This design comes from an exercise in tuning for small area and a short achievable clock period on the open sky130 flow, not from production work.
RTL that was checked went through simulation tests only; none was proved equivalent to the original.

## main
==> flow/design.v <==
module moving_avg_filter #(
	parameter WIDTH = 16,
	parameter N     = 16
)(
	input                         clk,
	input                         rst_n,
	input                         in_valid,
	input      signed [WIDTH-1:0] in_sample,
	output reg                    out_valid,
	output     signed [WIDTH-1:0] out_sample
);
	localparam SHIFT = 4;
	localparam SUM_WIDTH = WIDTH + SHIFT;
	reg signed [WIDTH-1:0] window [0:N-1];
	reg [SHIFT-1:0] count;    
	reg             full;     
	reg signed [SUM_WIDTH-1:0] sum;
	wire empty = ~full & (count == {SHIFT{1'b0}});
	wire signed [SUM_WIDTH-1:0] base       = empty ? {SUM_WIDTH{1'b0}} : sum;
	wire signed [WIDTH-1:0]     old_sample = full ? window[N-1] : {WIDTH{1'b0}};
	wire signed [SUM_WIDTH-1:0] next_sum   = base + in_sample - old_sample;
	integer i;
	always @(posedge clk) begin
		if (in_valid) begin
			sum       <= next_sum;
			window[0] <= in_sample;
			for (i = 1; i < N; i = i + 1)
				window[i] <= window[i-1];
		end
	end
	always @(posedge clk or negedge rst_n) begin
		if (!rst_n) begin
			count     <= {SHIFT{1'b0}};
			full      <= 1'b0;
			out_valid <= 1'b0;
		end else begin
			out_valid <= 1'b0;
			if (in_valid) begin
				count     <= count + 1'b1;
				if (&count) full <= 1'b1;
				out_valid <= full | (&count);
			end
		end
	end
	assign out_sample = sum[SUM_WIDTH-1:SHIFT];
endmodule
module moving_avg_top #(
    parameter FILTER_TYPE =  0,     
    parameter WIDTH       = 16,
    parameter N           = 16,
    parameter SHIFT       =  4,
    parameter DO_ROUND    =  0,
    parameter K           =  3
)(
    input                     clk,
    input                     rst_n,
    input                     in_valid,
    input  signed [WIDTH-1:0] in_sample,
    output                    out_valid,
    output signed [WIDTH-1:0] out_sample
);
    wire                     out_valid_w;
    wire signed [WIDTH-1:0]  out_sample_w;
    generate
        if (FILTER_TYPE == 0) begin : gen_win_buffer
            moving_avg_filter #(
                .WIDTH (WIDTH),
                .N     (N)
            ) u_filter (
                .clk        (clk),
                .rst_n      (rst_n),
                .in_valid   (in_valid),
                .in_sample  (in_sample),
                .out_valid  (out_valid_w),
                .out_sample (out_sample_w)
            );
        end else begin : gen_default
            moving_avg_filter #(
                .WIDTH (WIDTH),
                .N     (N)
            ) u_filter (
                .clk        (clk),
                .rst_n      (rst_n),
                .in_valid   (in_valid),
                .in_sample  (in_sample),
                .out_valid  (out_valid_w),
                .out_sample (out_sample_w)
            );
        end
    endgenerate
    assign out_valid  = out_valid_w;
    assign out_sample = out_sample_w;
endmodule
export LEC_CHECK = 0
export ABC_CLOCK_PERIOD_IN_PS = 1000
export CAP_MARGIN = 20
export CORE_MARGIN = 2
export CORE_UTILIZATION = 40
export SETUP_SLACK_MARGIN = 2.8
export SLEW_MARGIN = 20
create_clock -name core_clock -period 4.8 [get_ports {clk}]
standard.sh (not shown) runs the stock make flow with config.mk's settings and CLKGATE_MAP_FILE= SYNTH_SCRIPT=/design/flow/synth_recipe.tcl, a recipe that flattens the netlist after the stock synthesis.
==> flow/flow/run.sh <==
#!/bin/bash
# Standard ORFS layout, with Yosys's full/half-adder cell extraction turned
# off (ADDER_MAP_FILE empty) so ABC maps the adders for speed itself.
set -euo pipefail
export ADDER_MAP_FILE=
bash standard.sh > flow_make.log 2>&1
main has completed all stages; timing, DRC and antenna checks passed.
Modified inputs, the feature branch compared to main
--- a/flow/design.v
+++ b/flow/design.v
@@ -12,33 +12,32 @@
 	localparam SHIFT = 4;
 	localparam SUM_WIDTH = WIDTH + SHIFT;
 	reg signed [WIDTH-1:0] window [0:N-1];
 	reg [SHIFT-1:0] count;    
 	reg             full;     
 	reg signed [SUM_WIDTH-1:0] sum;
-	wire empty = ~full & (count == {SHIFT{1'b0}});
-	wire signed [SUM_WIDTH-1:0] base       = empty ? {SUM_WIDTH{1'b0}} : sum;
-	wire signed [WIDTH-1:0]     old_sample = full ? window[N-1] : {WIDTH{1'b0}};
-	wire signed [SUM_WIDTH-1:0] next_sum   = base + in_sample - old_sample;
+	wire signed [WIDTH-1:0] old_sample = full ? window[N-1] : {WIDTH{1'b0}};
+	wire signed [SUM_WIDTH-1:0] next_sum = sum + in_sample - old_sample;
 	integer i;
 	always @(posedge clk) begin
 		if (in_valid) begin
-			sum       <= next_sum;
 			window[0] <= in_sample;
 			for (i = 1; i < N; i = i + 1)
 				window[i] <= window[i-1];
 		end
 	end
 	always @(posedge clk or negedge rst_n) begin
 		if (!rst_n) begin
 			count     <= {SHIFT{1'b0}};
 			full      <= 1'b0;
+			sum       <= {SUM_WIDTH{1'b0}};
 			out_valid <= 1'b0;
 		end else begin
 			out_valid <= 1'b0;
 			if (in_valid) begin
+				sum       <= next_sum;
 				count     <= count + 1'b1;
 				if (&count) full <= 1'b1;
 				out_valid <= full | (&count);
 			end
 		end
 	end
| cell area | lower: the feature branch |
In the route summary, the feature branch ends up with a via count below that of main.
Slew at the pin closest to its max-slew limit in the feature branch vs main: down 44 ps
Re compound-cell area share of the yosys netlist: main and the feature branch aren't equal, and the lower value belongs to the feature branch.
Taking main as 1.0, the feature branch lands at 0.840 on first-pass GRT wire length.
For routed wire length, dividing the value from main by the value from the feature branch gives 1.13.
Function was not checked in any run of this note: the RTL went through the layout flow alone.

Starts from the design.v that is shown in full above.
make LEC_CHECK=0 CAP_MARGIN=20 CORE_MARGIN=2 CORE_UTILIZATION=40 SETUP_SLACK_MARGIN=2.8 SLEW_MARGIN=20 finish   # period 4.8 ns
run.sh (not shown) runs the stock make flow with config.mk's settings and CLKGATE_MAP_FILE= SYNTH_SCRIPT=/design/flow/synth_recipe.tcl, a recipe that flattens the netlist after the stock synthesis.
Stock flow here: none of the scripts above is used.
Next try:
--- a/flow/design.v
+++ b/flow/design.v
@@ -16,12 +16,9 @@
 	reg             full;     
 	reg signed [SUM_WIDTH-1:0] sum;
-	wire empty = ~full & (count == {SHIFT{1'b0}});
-	wire signed [SUM_WIDTH-1:0] base       = empty ? {SUM_WIDTH{1'b0}} : sum;
-	wire signed [WIDTH-1:0]     old_sample = full ? window[N-1] : {WIDTH{1'b0}};
-	wire signed [SUM_WIDTH-1:0] next_sum   = base + in_sample - old_sample;
+	wire signed [WIDTH-1:0] old_sample = full ? window[N-1] : {WIDTH{1'b0}};
+	wire signed [SUM_WIDTH-1:0] next_sum = sum + in_sample - old_sample;
 	integer i;
 	always @(posedge clk) begin
 		if (in_valid) begin
-			sum       <= next_sum;
 			window[0] <= in_sample;
 			for (i = 1; i < N; i = i + 1)
@@ -33,8 +30,10 @@
 			count     <= {SHIFT{1'b0}};
 			full      <= 1'b0;
+			sum       <= {SUM_WIDTH{1'b0}};
 			out_valid <= 1'b0;
 		end else begin
 			out_valid <= 1'b0;
 			if (in_valid) begin
+				sum       <= next_sum;
 				count     <= count + 1'b1;
 				if (&count) full <= 1'b1;
Effect:
- The changed run ran to the end with no violations
- global-route usage stays flat
- non-clock buffer count fell by 10
- die area rose by about 0.6%
- sequential share of layout area rose by 0.56 points
- wire length fell by about 1%
- flip-flop and latch count stays the same
- maximum frequency rose by about 1.9%
- utilization fell by 1.2 points
- setup slack gets better by 0.056 ns
No functional check of the RTL was part of any run of this note.

Another version of the RTL of moving_avg_top (not shown whole).
Size in the first run: about 690 cells after synthesis, ~36 I/O pins, about 11000 µm² of cells after synthesis.
Design moving_avg_top, start of the top module:
module moving_avg_top #(
    parameter FILTER_TYPE =  0,     
    parameter WIDTH       = 16,
    parameter N           = 16,
    parameter SHIFT       =  4,
    parameter DO_ROUND    =  0,
    parameter K           =  3
)(
    input                     clk,
    input                     rst_n,
    input                     in_valid,
    input  signed [WIDTH-1:0] in_sample,
    output                    out_valid,
    output signed [WIDTH-1:0] out_sample
);
==> module mavg_tprop, before the edit <==
module mavg_tprop #(parameter W = 20) (
	input  [W-1:0] sn,
	input  [W-1:0] kn,
	output [W-1:0] t
);
	assign t = ~(sn & kn);
endmodule
==> module moving_avg_filter, before the edit <==
module moving_avg_filter #(
	parameter WIDTH = 16,
	parameter N     = 16
)(
	input                         clk,
	input                         rst_n,
	input                         in_valid,
	input      signed [WIDTH-1:0] in_sample,
	output reg                    out_valid,
	output     signed [WIDTH-1:0] out_sample
);
	localparam SHIFT = 4;
	localparam W = WIDTH + SHIFT;
	reg [WIDTH-1:0] window [0:N-2];
	reg [WIDTH-1:0] oldest;   
	reg [SHIFT-1:0] count;    
	reg             full;     
	reg [W-1:0]     sum;
	wire fills = full | (&count);   
	wire [W-1:0] b = {{SHIFT{oldest[WIDTH-1]}}, oldest};
	wire [W-1:0] c = {{SHIFT{in_sample[WIDTH-1]}}, in_sample};
	wire [W-1:0] next_sum_n, sum_n;
	wire [W-1:0] t0;
	wire [W-1:0] u, v, sn, kn, g0, p0, gn1, pn1, g2, p2, gn3, pn3, g4, p4, gn5, pn5, next_sum;
	mavg_pre_u             u_pru (.a(sum), .b(b), .u(u));
	mavg_pre_v             u_prv (.a(sum), .b(b), .v(v));
	mavg_merge_s           u_mgs (.u(u), .c(c), .sn(sn));
	mavg_merge_k           u_mgk (.u(u), .v(v), .c(c), .kn(kn));
	mavg_prop              u_prp (.sn(sn), .kn(kn), .p(p0));
	mavg_gen               u_gen (.sn(sn), .kn(kn), .g(g0));
	mavg_tprop             u_tpr (.sn(sn), .kn(kn), .t(t0));
	mavg_ks      #(.L(1))  u_ks1 (.gi(g0),  .pi(t0),  .go(gn1), .po(pn1));
	mavg_ks      #(.L(2))  u_ks2 (.gi(gn1), .pi(pn1), .go(g2),  .po(p2));
	mavg_ks      #(.L(3))  u_ks3 (.gi(g2),  .pi(p2),  .go(gn3), .po(pn3));
	mavg_ks      #(.L(4))  u_ks4 (.gi(gn3), .pi(pn3), .go(g4),  .po(p4));
	mavg_ks      #(.L(5))  u_ks5 (.gi(g4),  .pi(p4),  .go(gn5), .po(pn5));
	mavg_sum_n             u_sum (.p(p0), .c(gn5), .sn(next_sum_n));
	mavg_hold              u_hld (.an(next_sum_n), .bn(sum_n), .en(in_valid), .y(next_sum));
	assign sum_n = ~sum;
	integer i;
	always @(posedge clk) begin
		if (in_valid) begin
			window[0] <= in_sample;
			for (i = 1; i < N-1; i = i + 1)
				window[i] <= window[i-1];
		end
	end
	always @(posedge clk or negedge rst_n) begin
		if (!rst_n) begin
			oldest    <= {WIDTH{1'b0}};
			sum       <= {W{1'b0}};
			count     <= {SHIFT{1'b0}};
			full      <= 1'b0;
			out_valid <= 1'b0;
		end else begin
			sum       <= next_sum;
			out_valid <= 1'b0;
			if (in_valid) begin
				oldest    <= fills ? window[N-2] : {WIDTH{1'b0}};
				count     <= count + 1'b1;
				if (&count) full <= 1'b1;
				out_valid <= fills;
			end
		end
	end
	assign out_sample = sum[W-1:SHIFT];
endmodule
==> flow/config.mk <==
export PLATFORM = sky130hd
export DESIGN_NAME = moving_avg_top
export DESIGN_NICKNAME = moving_avg_top
export VERILOG_FILES = /design/flow/design.v
export SDC_FILE = /design/flow/constraint.sdc
export NUM_CORES = 4
export LEC_CHECK = 0
export CAP_MARGIN = 20
export CORE_MARGIN = 2
export CORE_UTILIZATION = 40
export CTS_BUF_LIST = sky130_fd_sc_hd__clkbuf_16
export CTS_CLUSTER_DIAMETER = 100
export CTS_CLUSTER_SIZE = 24
export SETUP_SLACK_MARGIN = 2.3
export SLEW_MARGIN = 20
export SYNTH_HIERARCHICAL = 1
==> flow/constraint.sdc <==
create_clock -name core_clock -period 4.8 [get_ports {clk}]
set_input_delay 0.9600 -clock core_clock [delete_from_list [all_inputs] [get_ports {clk}]]
set_output_delay 0.9600 -clock core_clock [all_outputs]
set_load 0.01 [all_outputs]
standard.sh (not shown) runs the stock make flow with config.mk's settings and CLKGATE_MAP_FILE= SYNTH_SCRIPT=/design/flow/synth_recipe.tcl, a recipe that flattens the netlist after the stock synthesis.
==> flow/flow/run.sh <==
#!/bin/bash
# The standard layout (standard.sh, unchanged synthesis), except that the
# port buffers that global placement inserts are plain buf_2 cells instead of
# the delay buffers buffer_ports picks by default.
set -euo pipefail
export BUFFER_PORTS_ARGS="-buffer_cell sky130_fd_sc_hd__buf_2"
bash standard.sh > flow_make.log 2>&1
==> next run, changes <==
--- a/flow/design.v
+++ b/flow/design.v
@@ -30,19 +30,12 @@
 module mavg_prop #(parameter W = 20) (
 	input  [W-1:0] sn,
 	input  [W-1:0] kn,
 	output [W-1:0] p
 );
 	assign p = sn ^ kn;
-endmodule
-module mavg_tprop #(parameter W = 20) (
-	input  [W-1:0] sn,
-	input  [W-1:0] kn,
-	output [W-1:0] t
-);
-	assign t = ~(sn & kn);
 endmodule
 module mavg_gen #(parameter W = 20) (
 	input  [W-1:0] sn,
 	input  [W-1:0] kn,
 	output [W-1:0] g
 );
@@ -121,22 +114,20 @@
 	reg             full;     
 	reg [W-1:0]     sum;
 	wire fills = full | (&count);   
 	wire [W-1:0] b = {{SHIFT{oldest[WIDTH-1]}}, oldest};
 	wire [W-1:0] c = {{SHIFT{in_sample[WIDTH-1]}}, in_sample};
 	wire [W-1:0] next_sum_n, sum_n;
-	wire [W-1:0] t0;
 	wire [W-1:0] u, v, sn, kn, g0, p0, gn1, pn1, g2, p2, gn3, pn3, g4, p4, gn5, pn5, next_sum;
 	mavg_pre_u             u_pru (.a(sum), .b(b), .u(u));
 	mavg_pre_v             u_prv (.a(sum), .b(b), .v(v));
 	mavg_merge_s           u_mgs (.u(u), .c(c), .sn(sn));
 	mavg_merge_k           u_mgk (.u(u), .v(v), .c(c), .kn(kn));
 	mavg_prop              u_prp (.sn(sn), .kn(kn), .p(p0));
 	mavg_gen               u_gen (.sn(sn), .kn(kn), .g(g0));
-	mavg_tprop             u_tpr (.sn(sn), .kn(kn), .t(t0));
-	mavg_ks      #(.L(1))  u_ks1 (.gi(g0),  .pi(t0),  .go(gn1), .po(pn1));
+	mavg_ks      #(.L(1))  u_ks1 (.gi(g0),  .pi(p0),  .go(gn1), .po(pn1));
 	mavg_ks      #(.L(2))  u_ks2 (.gi(gn1), .pi(pn1), .go(g2),  .po(p2));
 	mavg_ks      #(.L(3))  u_ks3 (.gi(g2),  .pi(p2),  .go(gn3), .po(pn3));
 	mavg_ks      #(.L(4))  u_ks4 (.gi(gn3), .pi(pn3), .go(g4),  .po(p4));
 	mavg_ks      #(.L(5))  u_ks5 (.gi(g4),  .pi(p4),  .go(gn5), .po(pn5));
 	mavg_sum_n             u_sum (.p(p0), .c(gn5), .sn(next_sum_n));
 	mavg_hold              u_hld (.an(next_sum_n), .bn(sum_n), .en(in_valid), .y(next_sum));
=> Non-clock buffer count rose by 6; maximum frequency goes down by about 0.6%; wire length is about the same; area after synthesis shrinks by about 0.6%; synthesized cell count drops by 2.6%; hold slack is better by 3.9 ps; global-route usage stays flat; cell area stays flat.
Only the layout flow was run in the second run of this note; the RTL was not checked for function there.

==> port drivers added, routing unchanged <==
The flow's constraints put no driver on any port. The routed layouts listed below were extracted and timed again, unchanged, in two steps.
Step 1 sets driving cells, clkbuf_16 on the clock port and buf_2 on the other inputs (assumed; they add their load-dependent delay and slew).
Step 2 moves the port delays by t, midway between the first and last clock arrival at a register: inputs arrive t later, outputs are due t later. That takes back most of the time a late clock gives input paths.
Three values: ideal ports, drivers, drivers and shift; two values: the first two.
| run | shift t [ns] | setup slack, ns | hold slack, ns | pins driven straight from the clock port |
|---|---|---|---|---|
| main | 0.591 | 1.708 / 1.708 / 1.223 | 0.412 / 0.412 / 0.412 | 1 |
| the feature branch | 0.575 | 1.594 / 1.599 / 1.039 | 0.405 / 0.405 / 0.405 | 1 |
| the first run of note 2 | 0.593 | 1.762 / 1.762 / 1.235 | 0.413 / 0.413 / 0.413 | 1 |
| the second run of note 2 | 0.574 | 1.818 / 1.829 / 1.261 | 0.415 / 0.415 / 0.415 | 1 |
| the first run of note 3 | 0.522 | 2.463 / 2.463 / 2.036 | 0.411 / 0.411 / 0.411 | 1 |
| the second run of note 3 | 0.522 | 2.448 / 2.448 / 1.968 | 0.415 / 0.415 / 0.415 | 1 |
After both steps setup and hold are still met in every run listed. The setup slack of the second run of note 2, which loses most, moves by +0.011 ns with the drivers and by -0.557 ns with both steps.
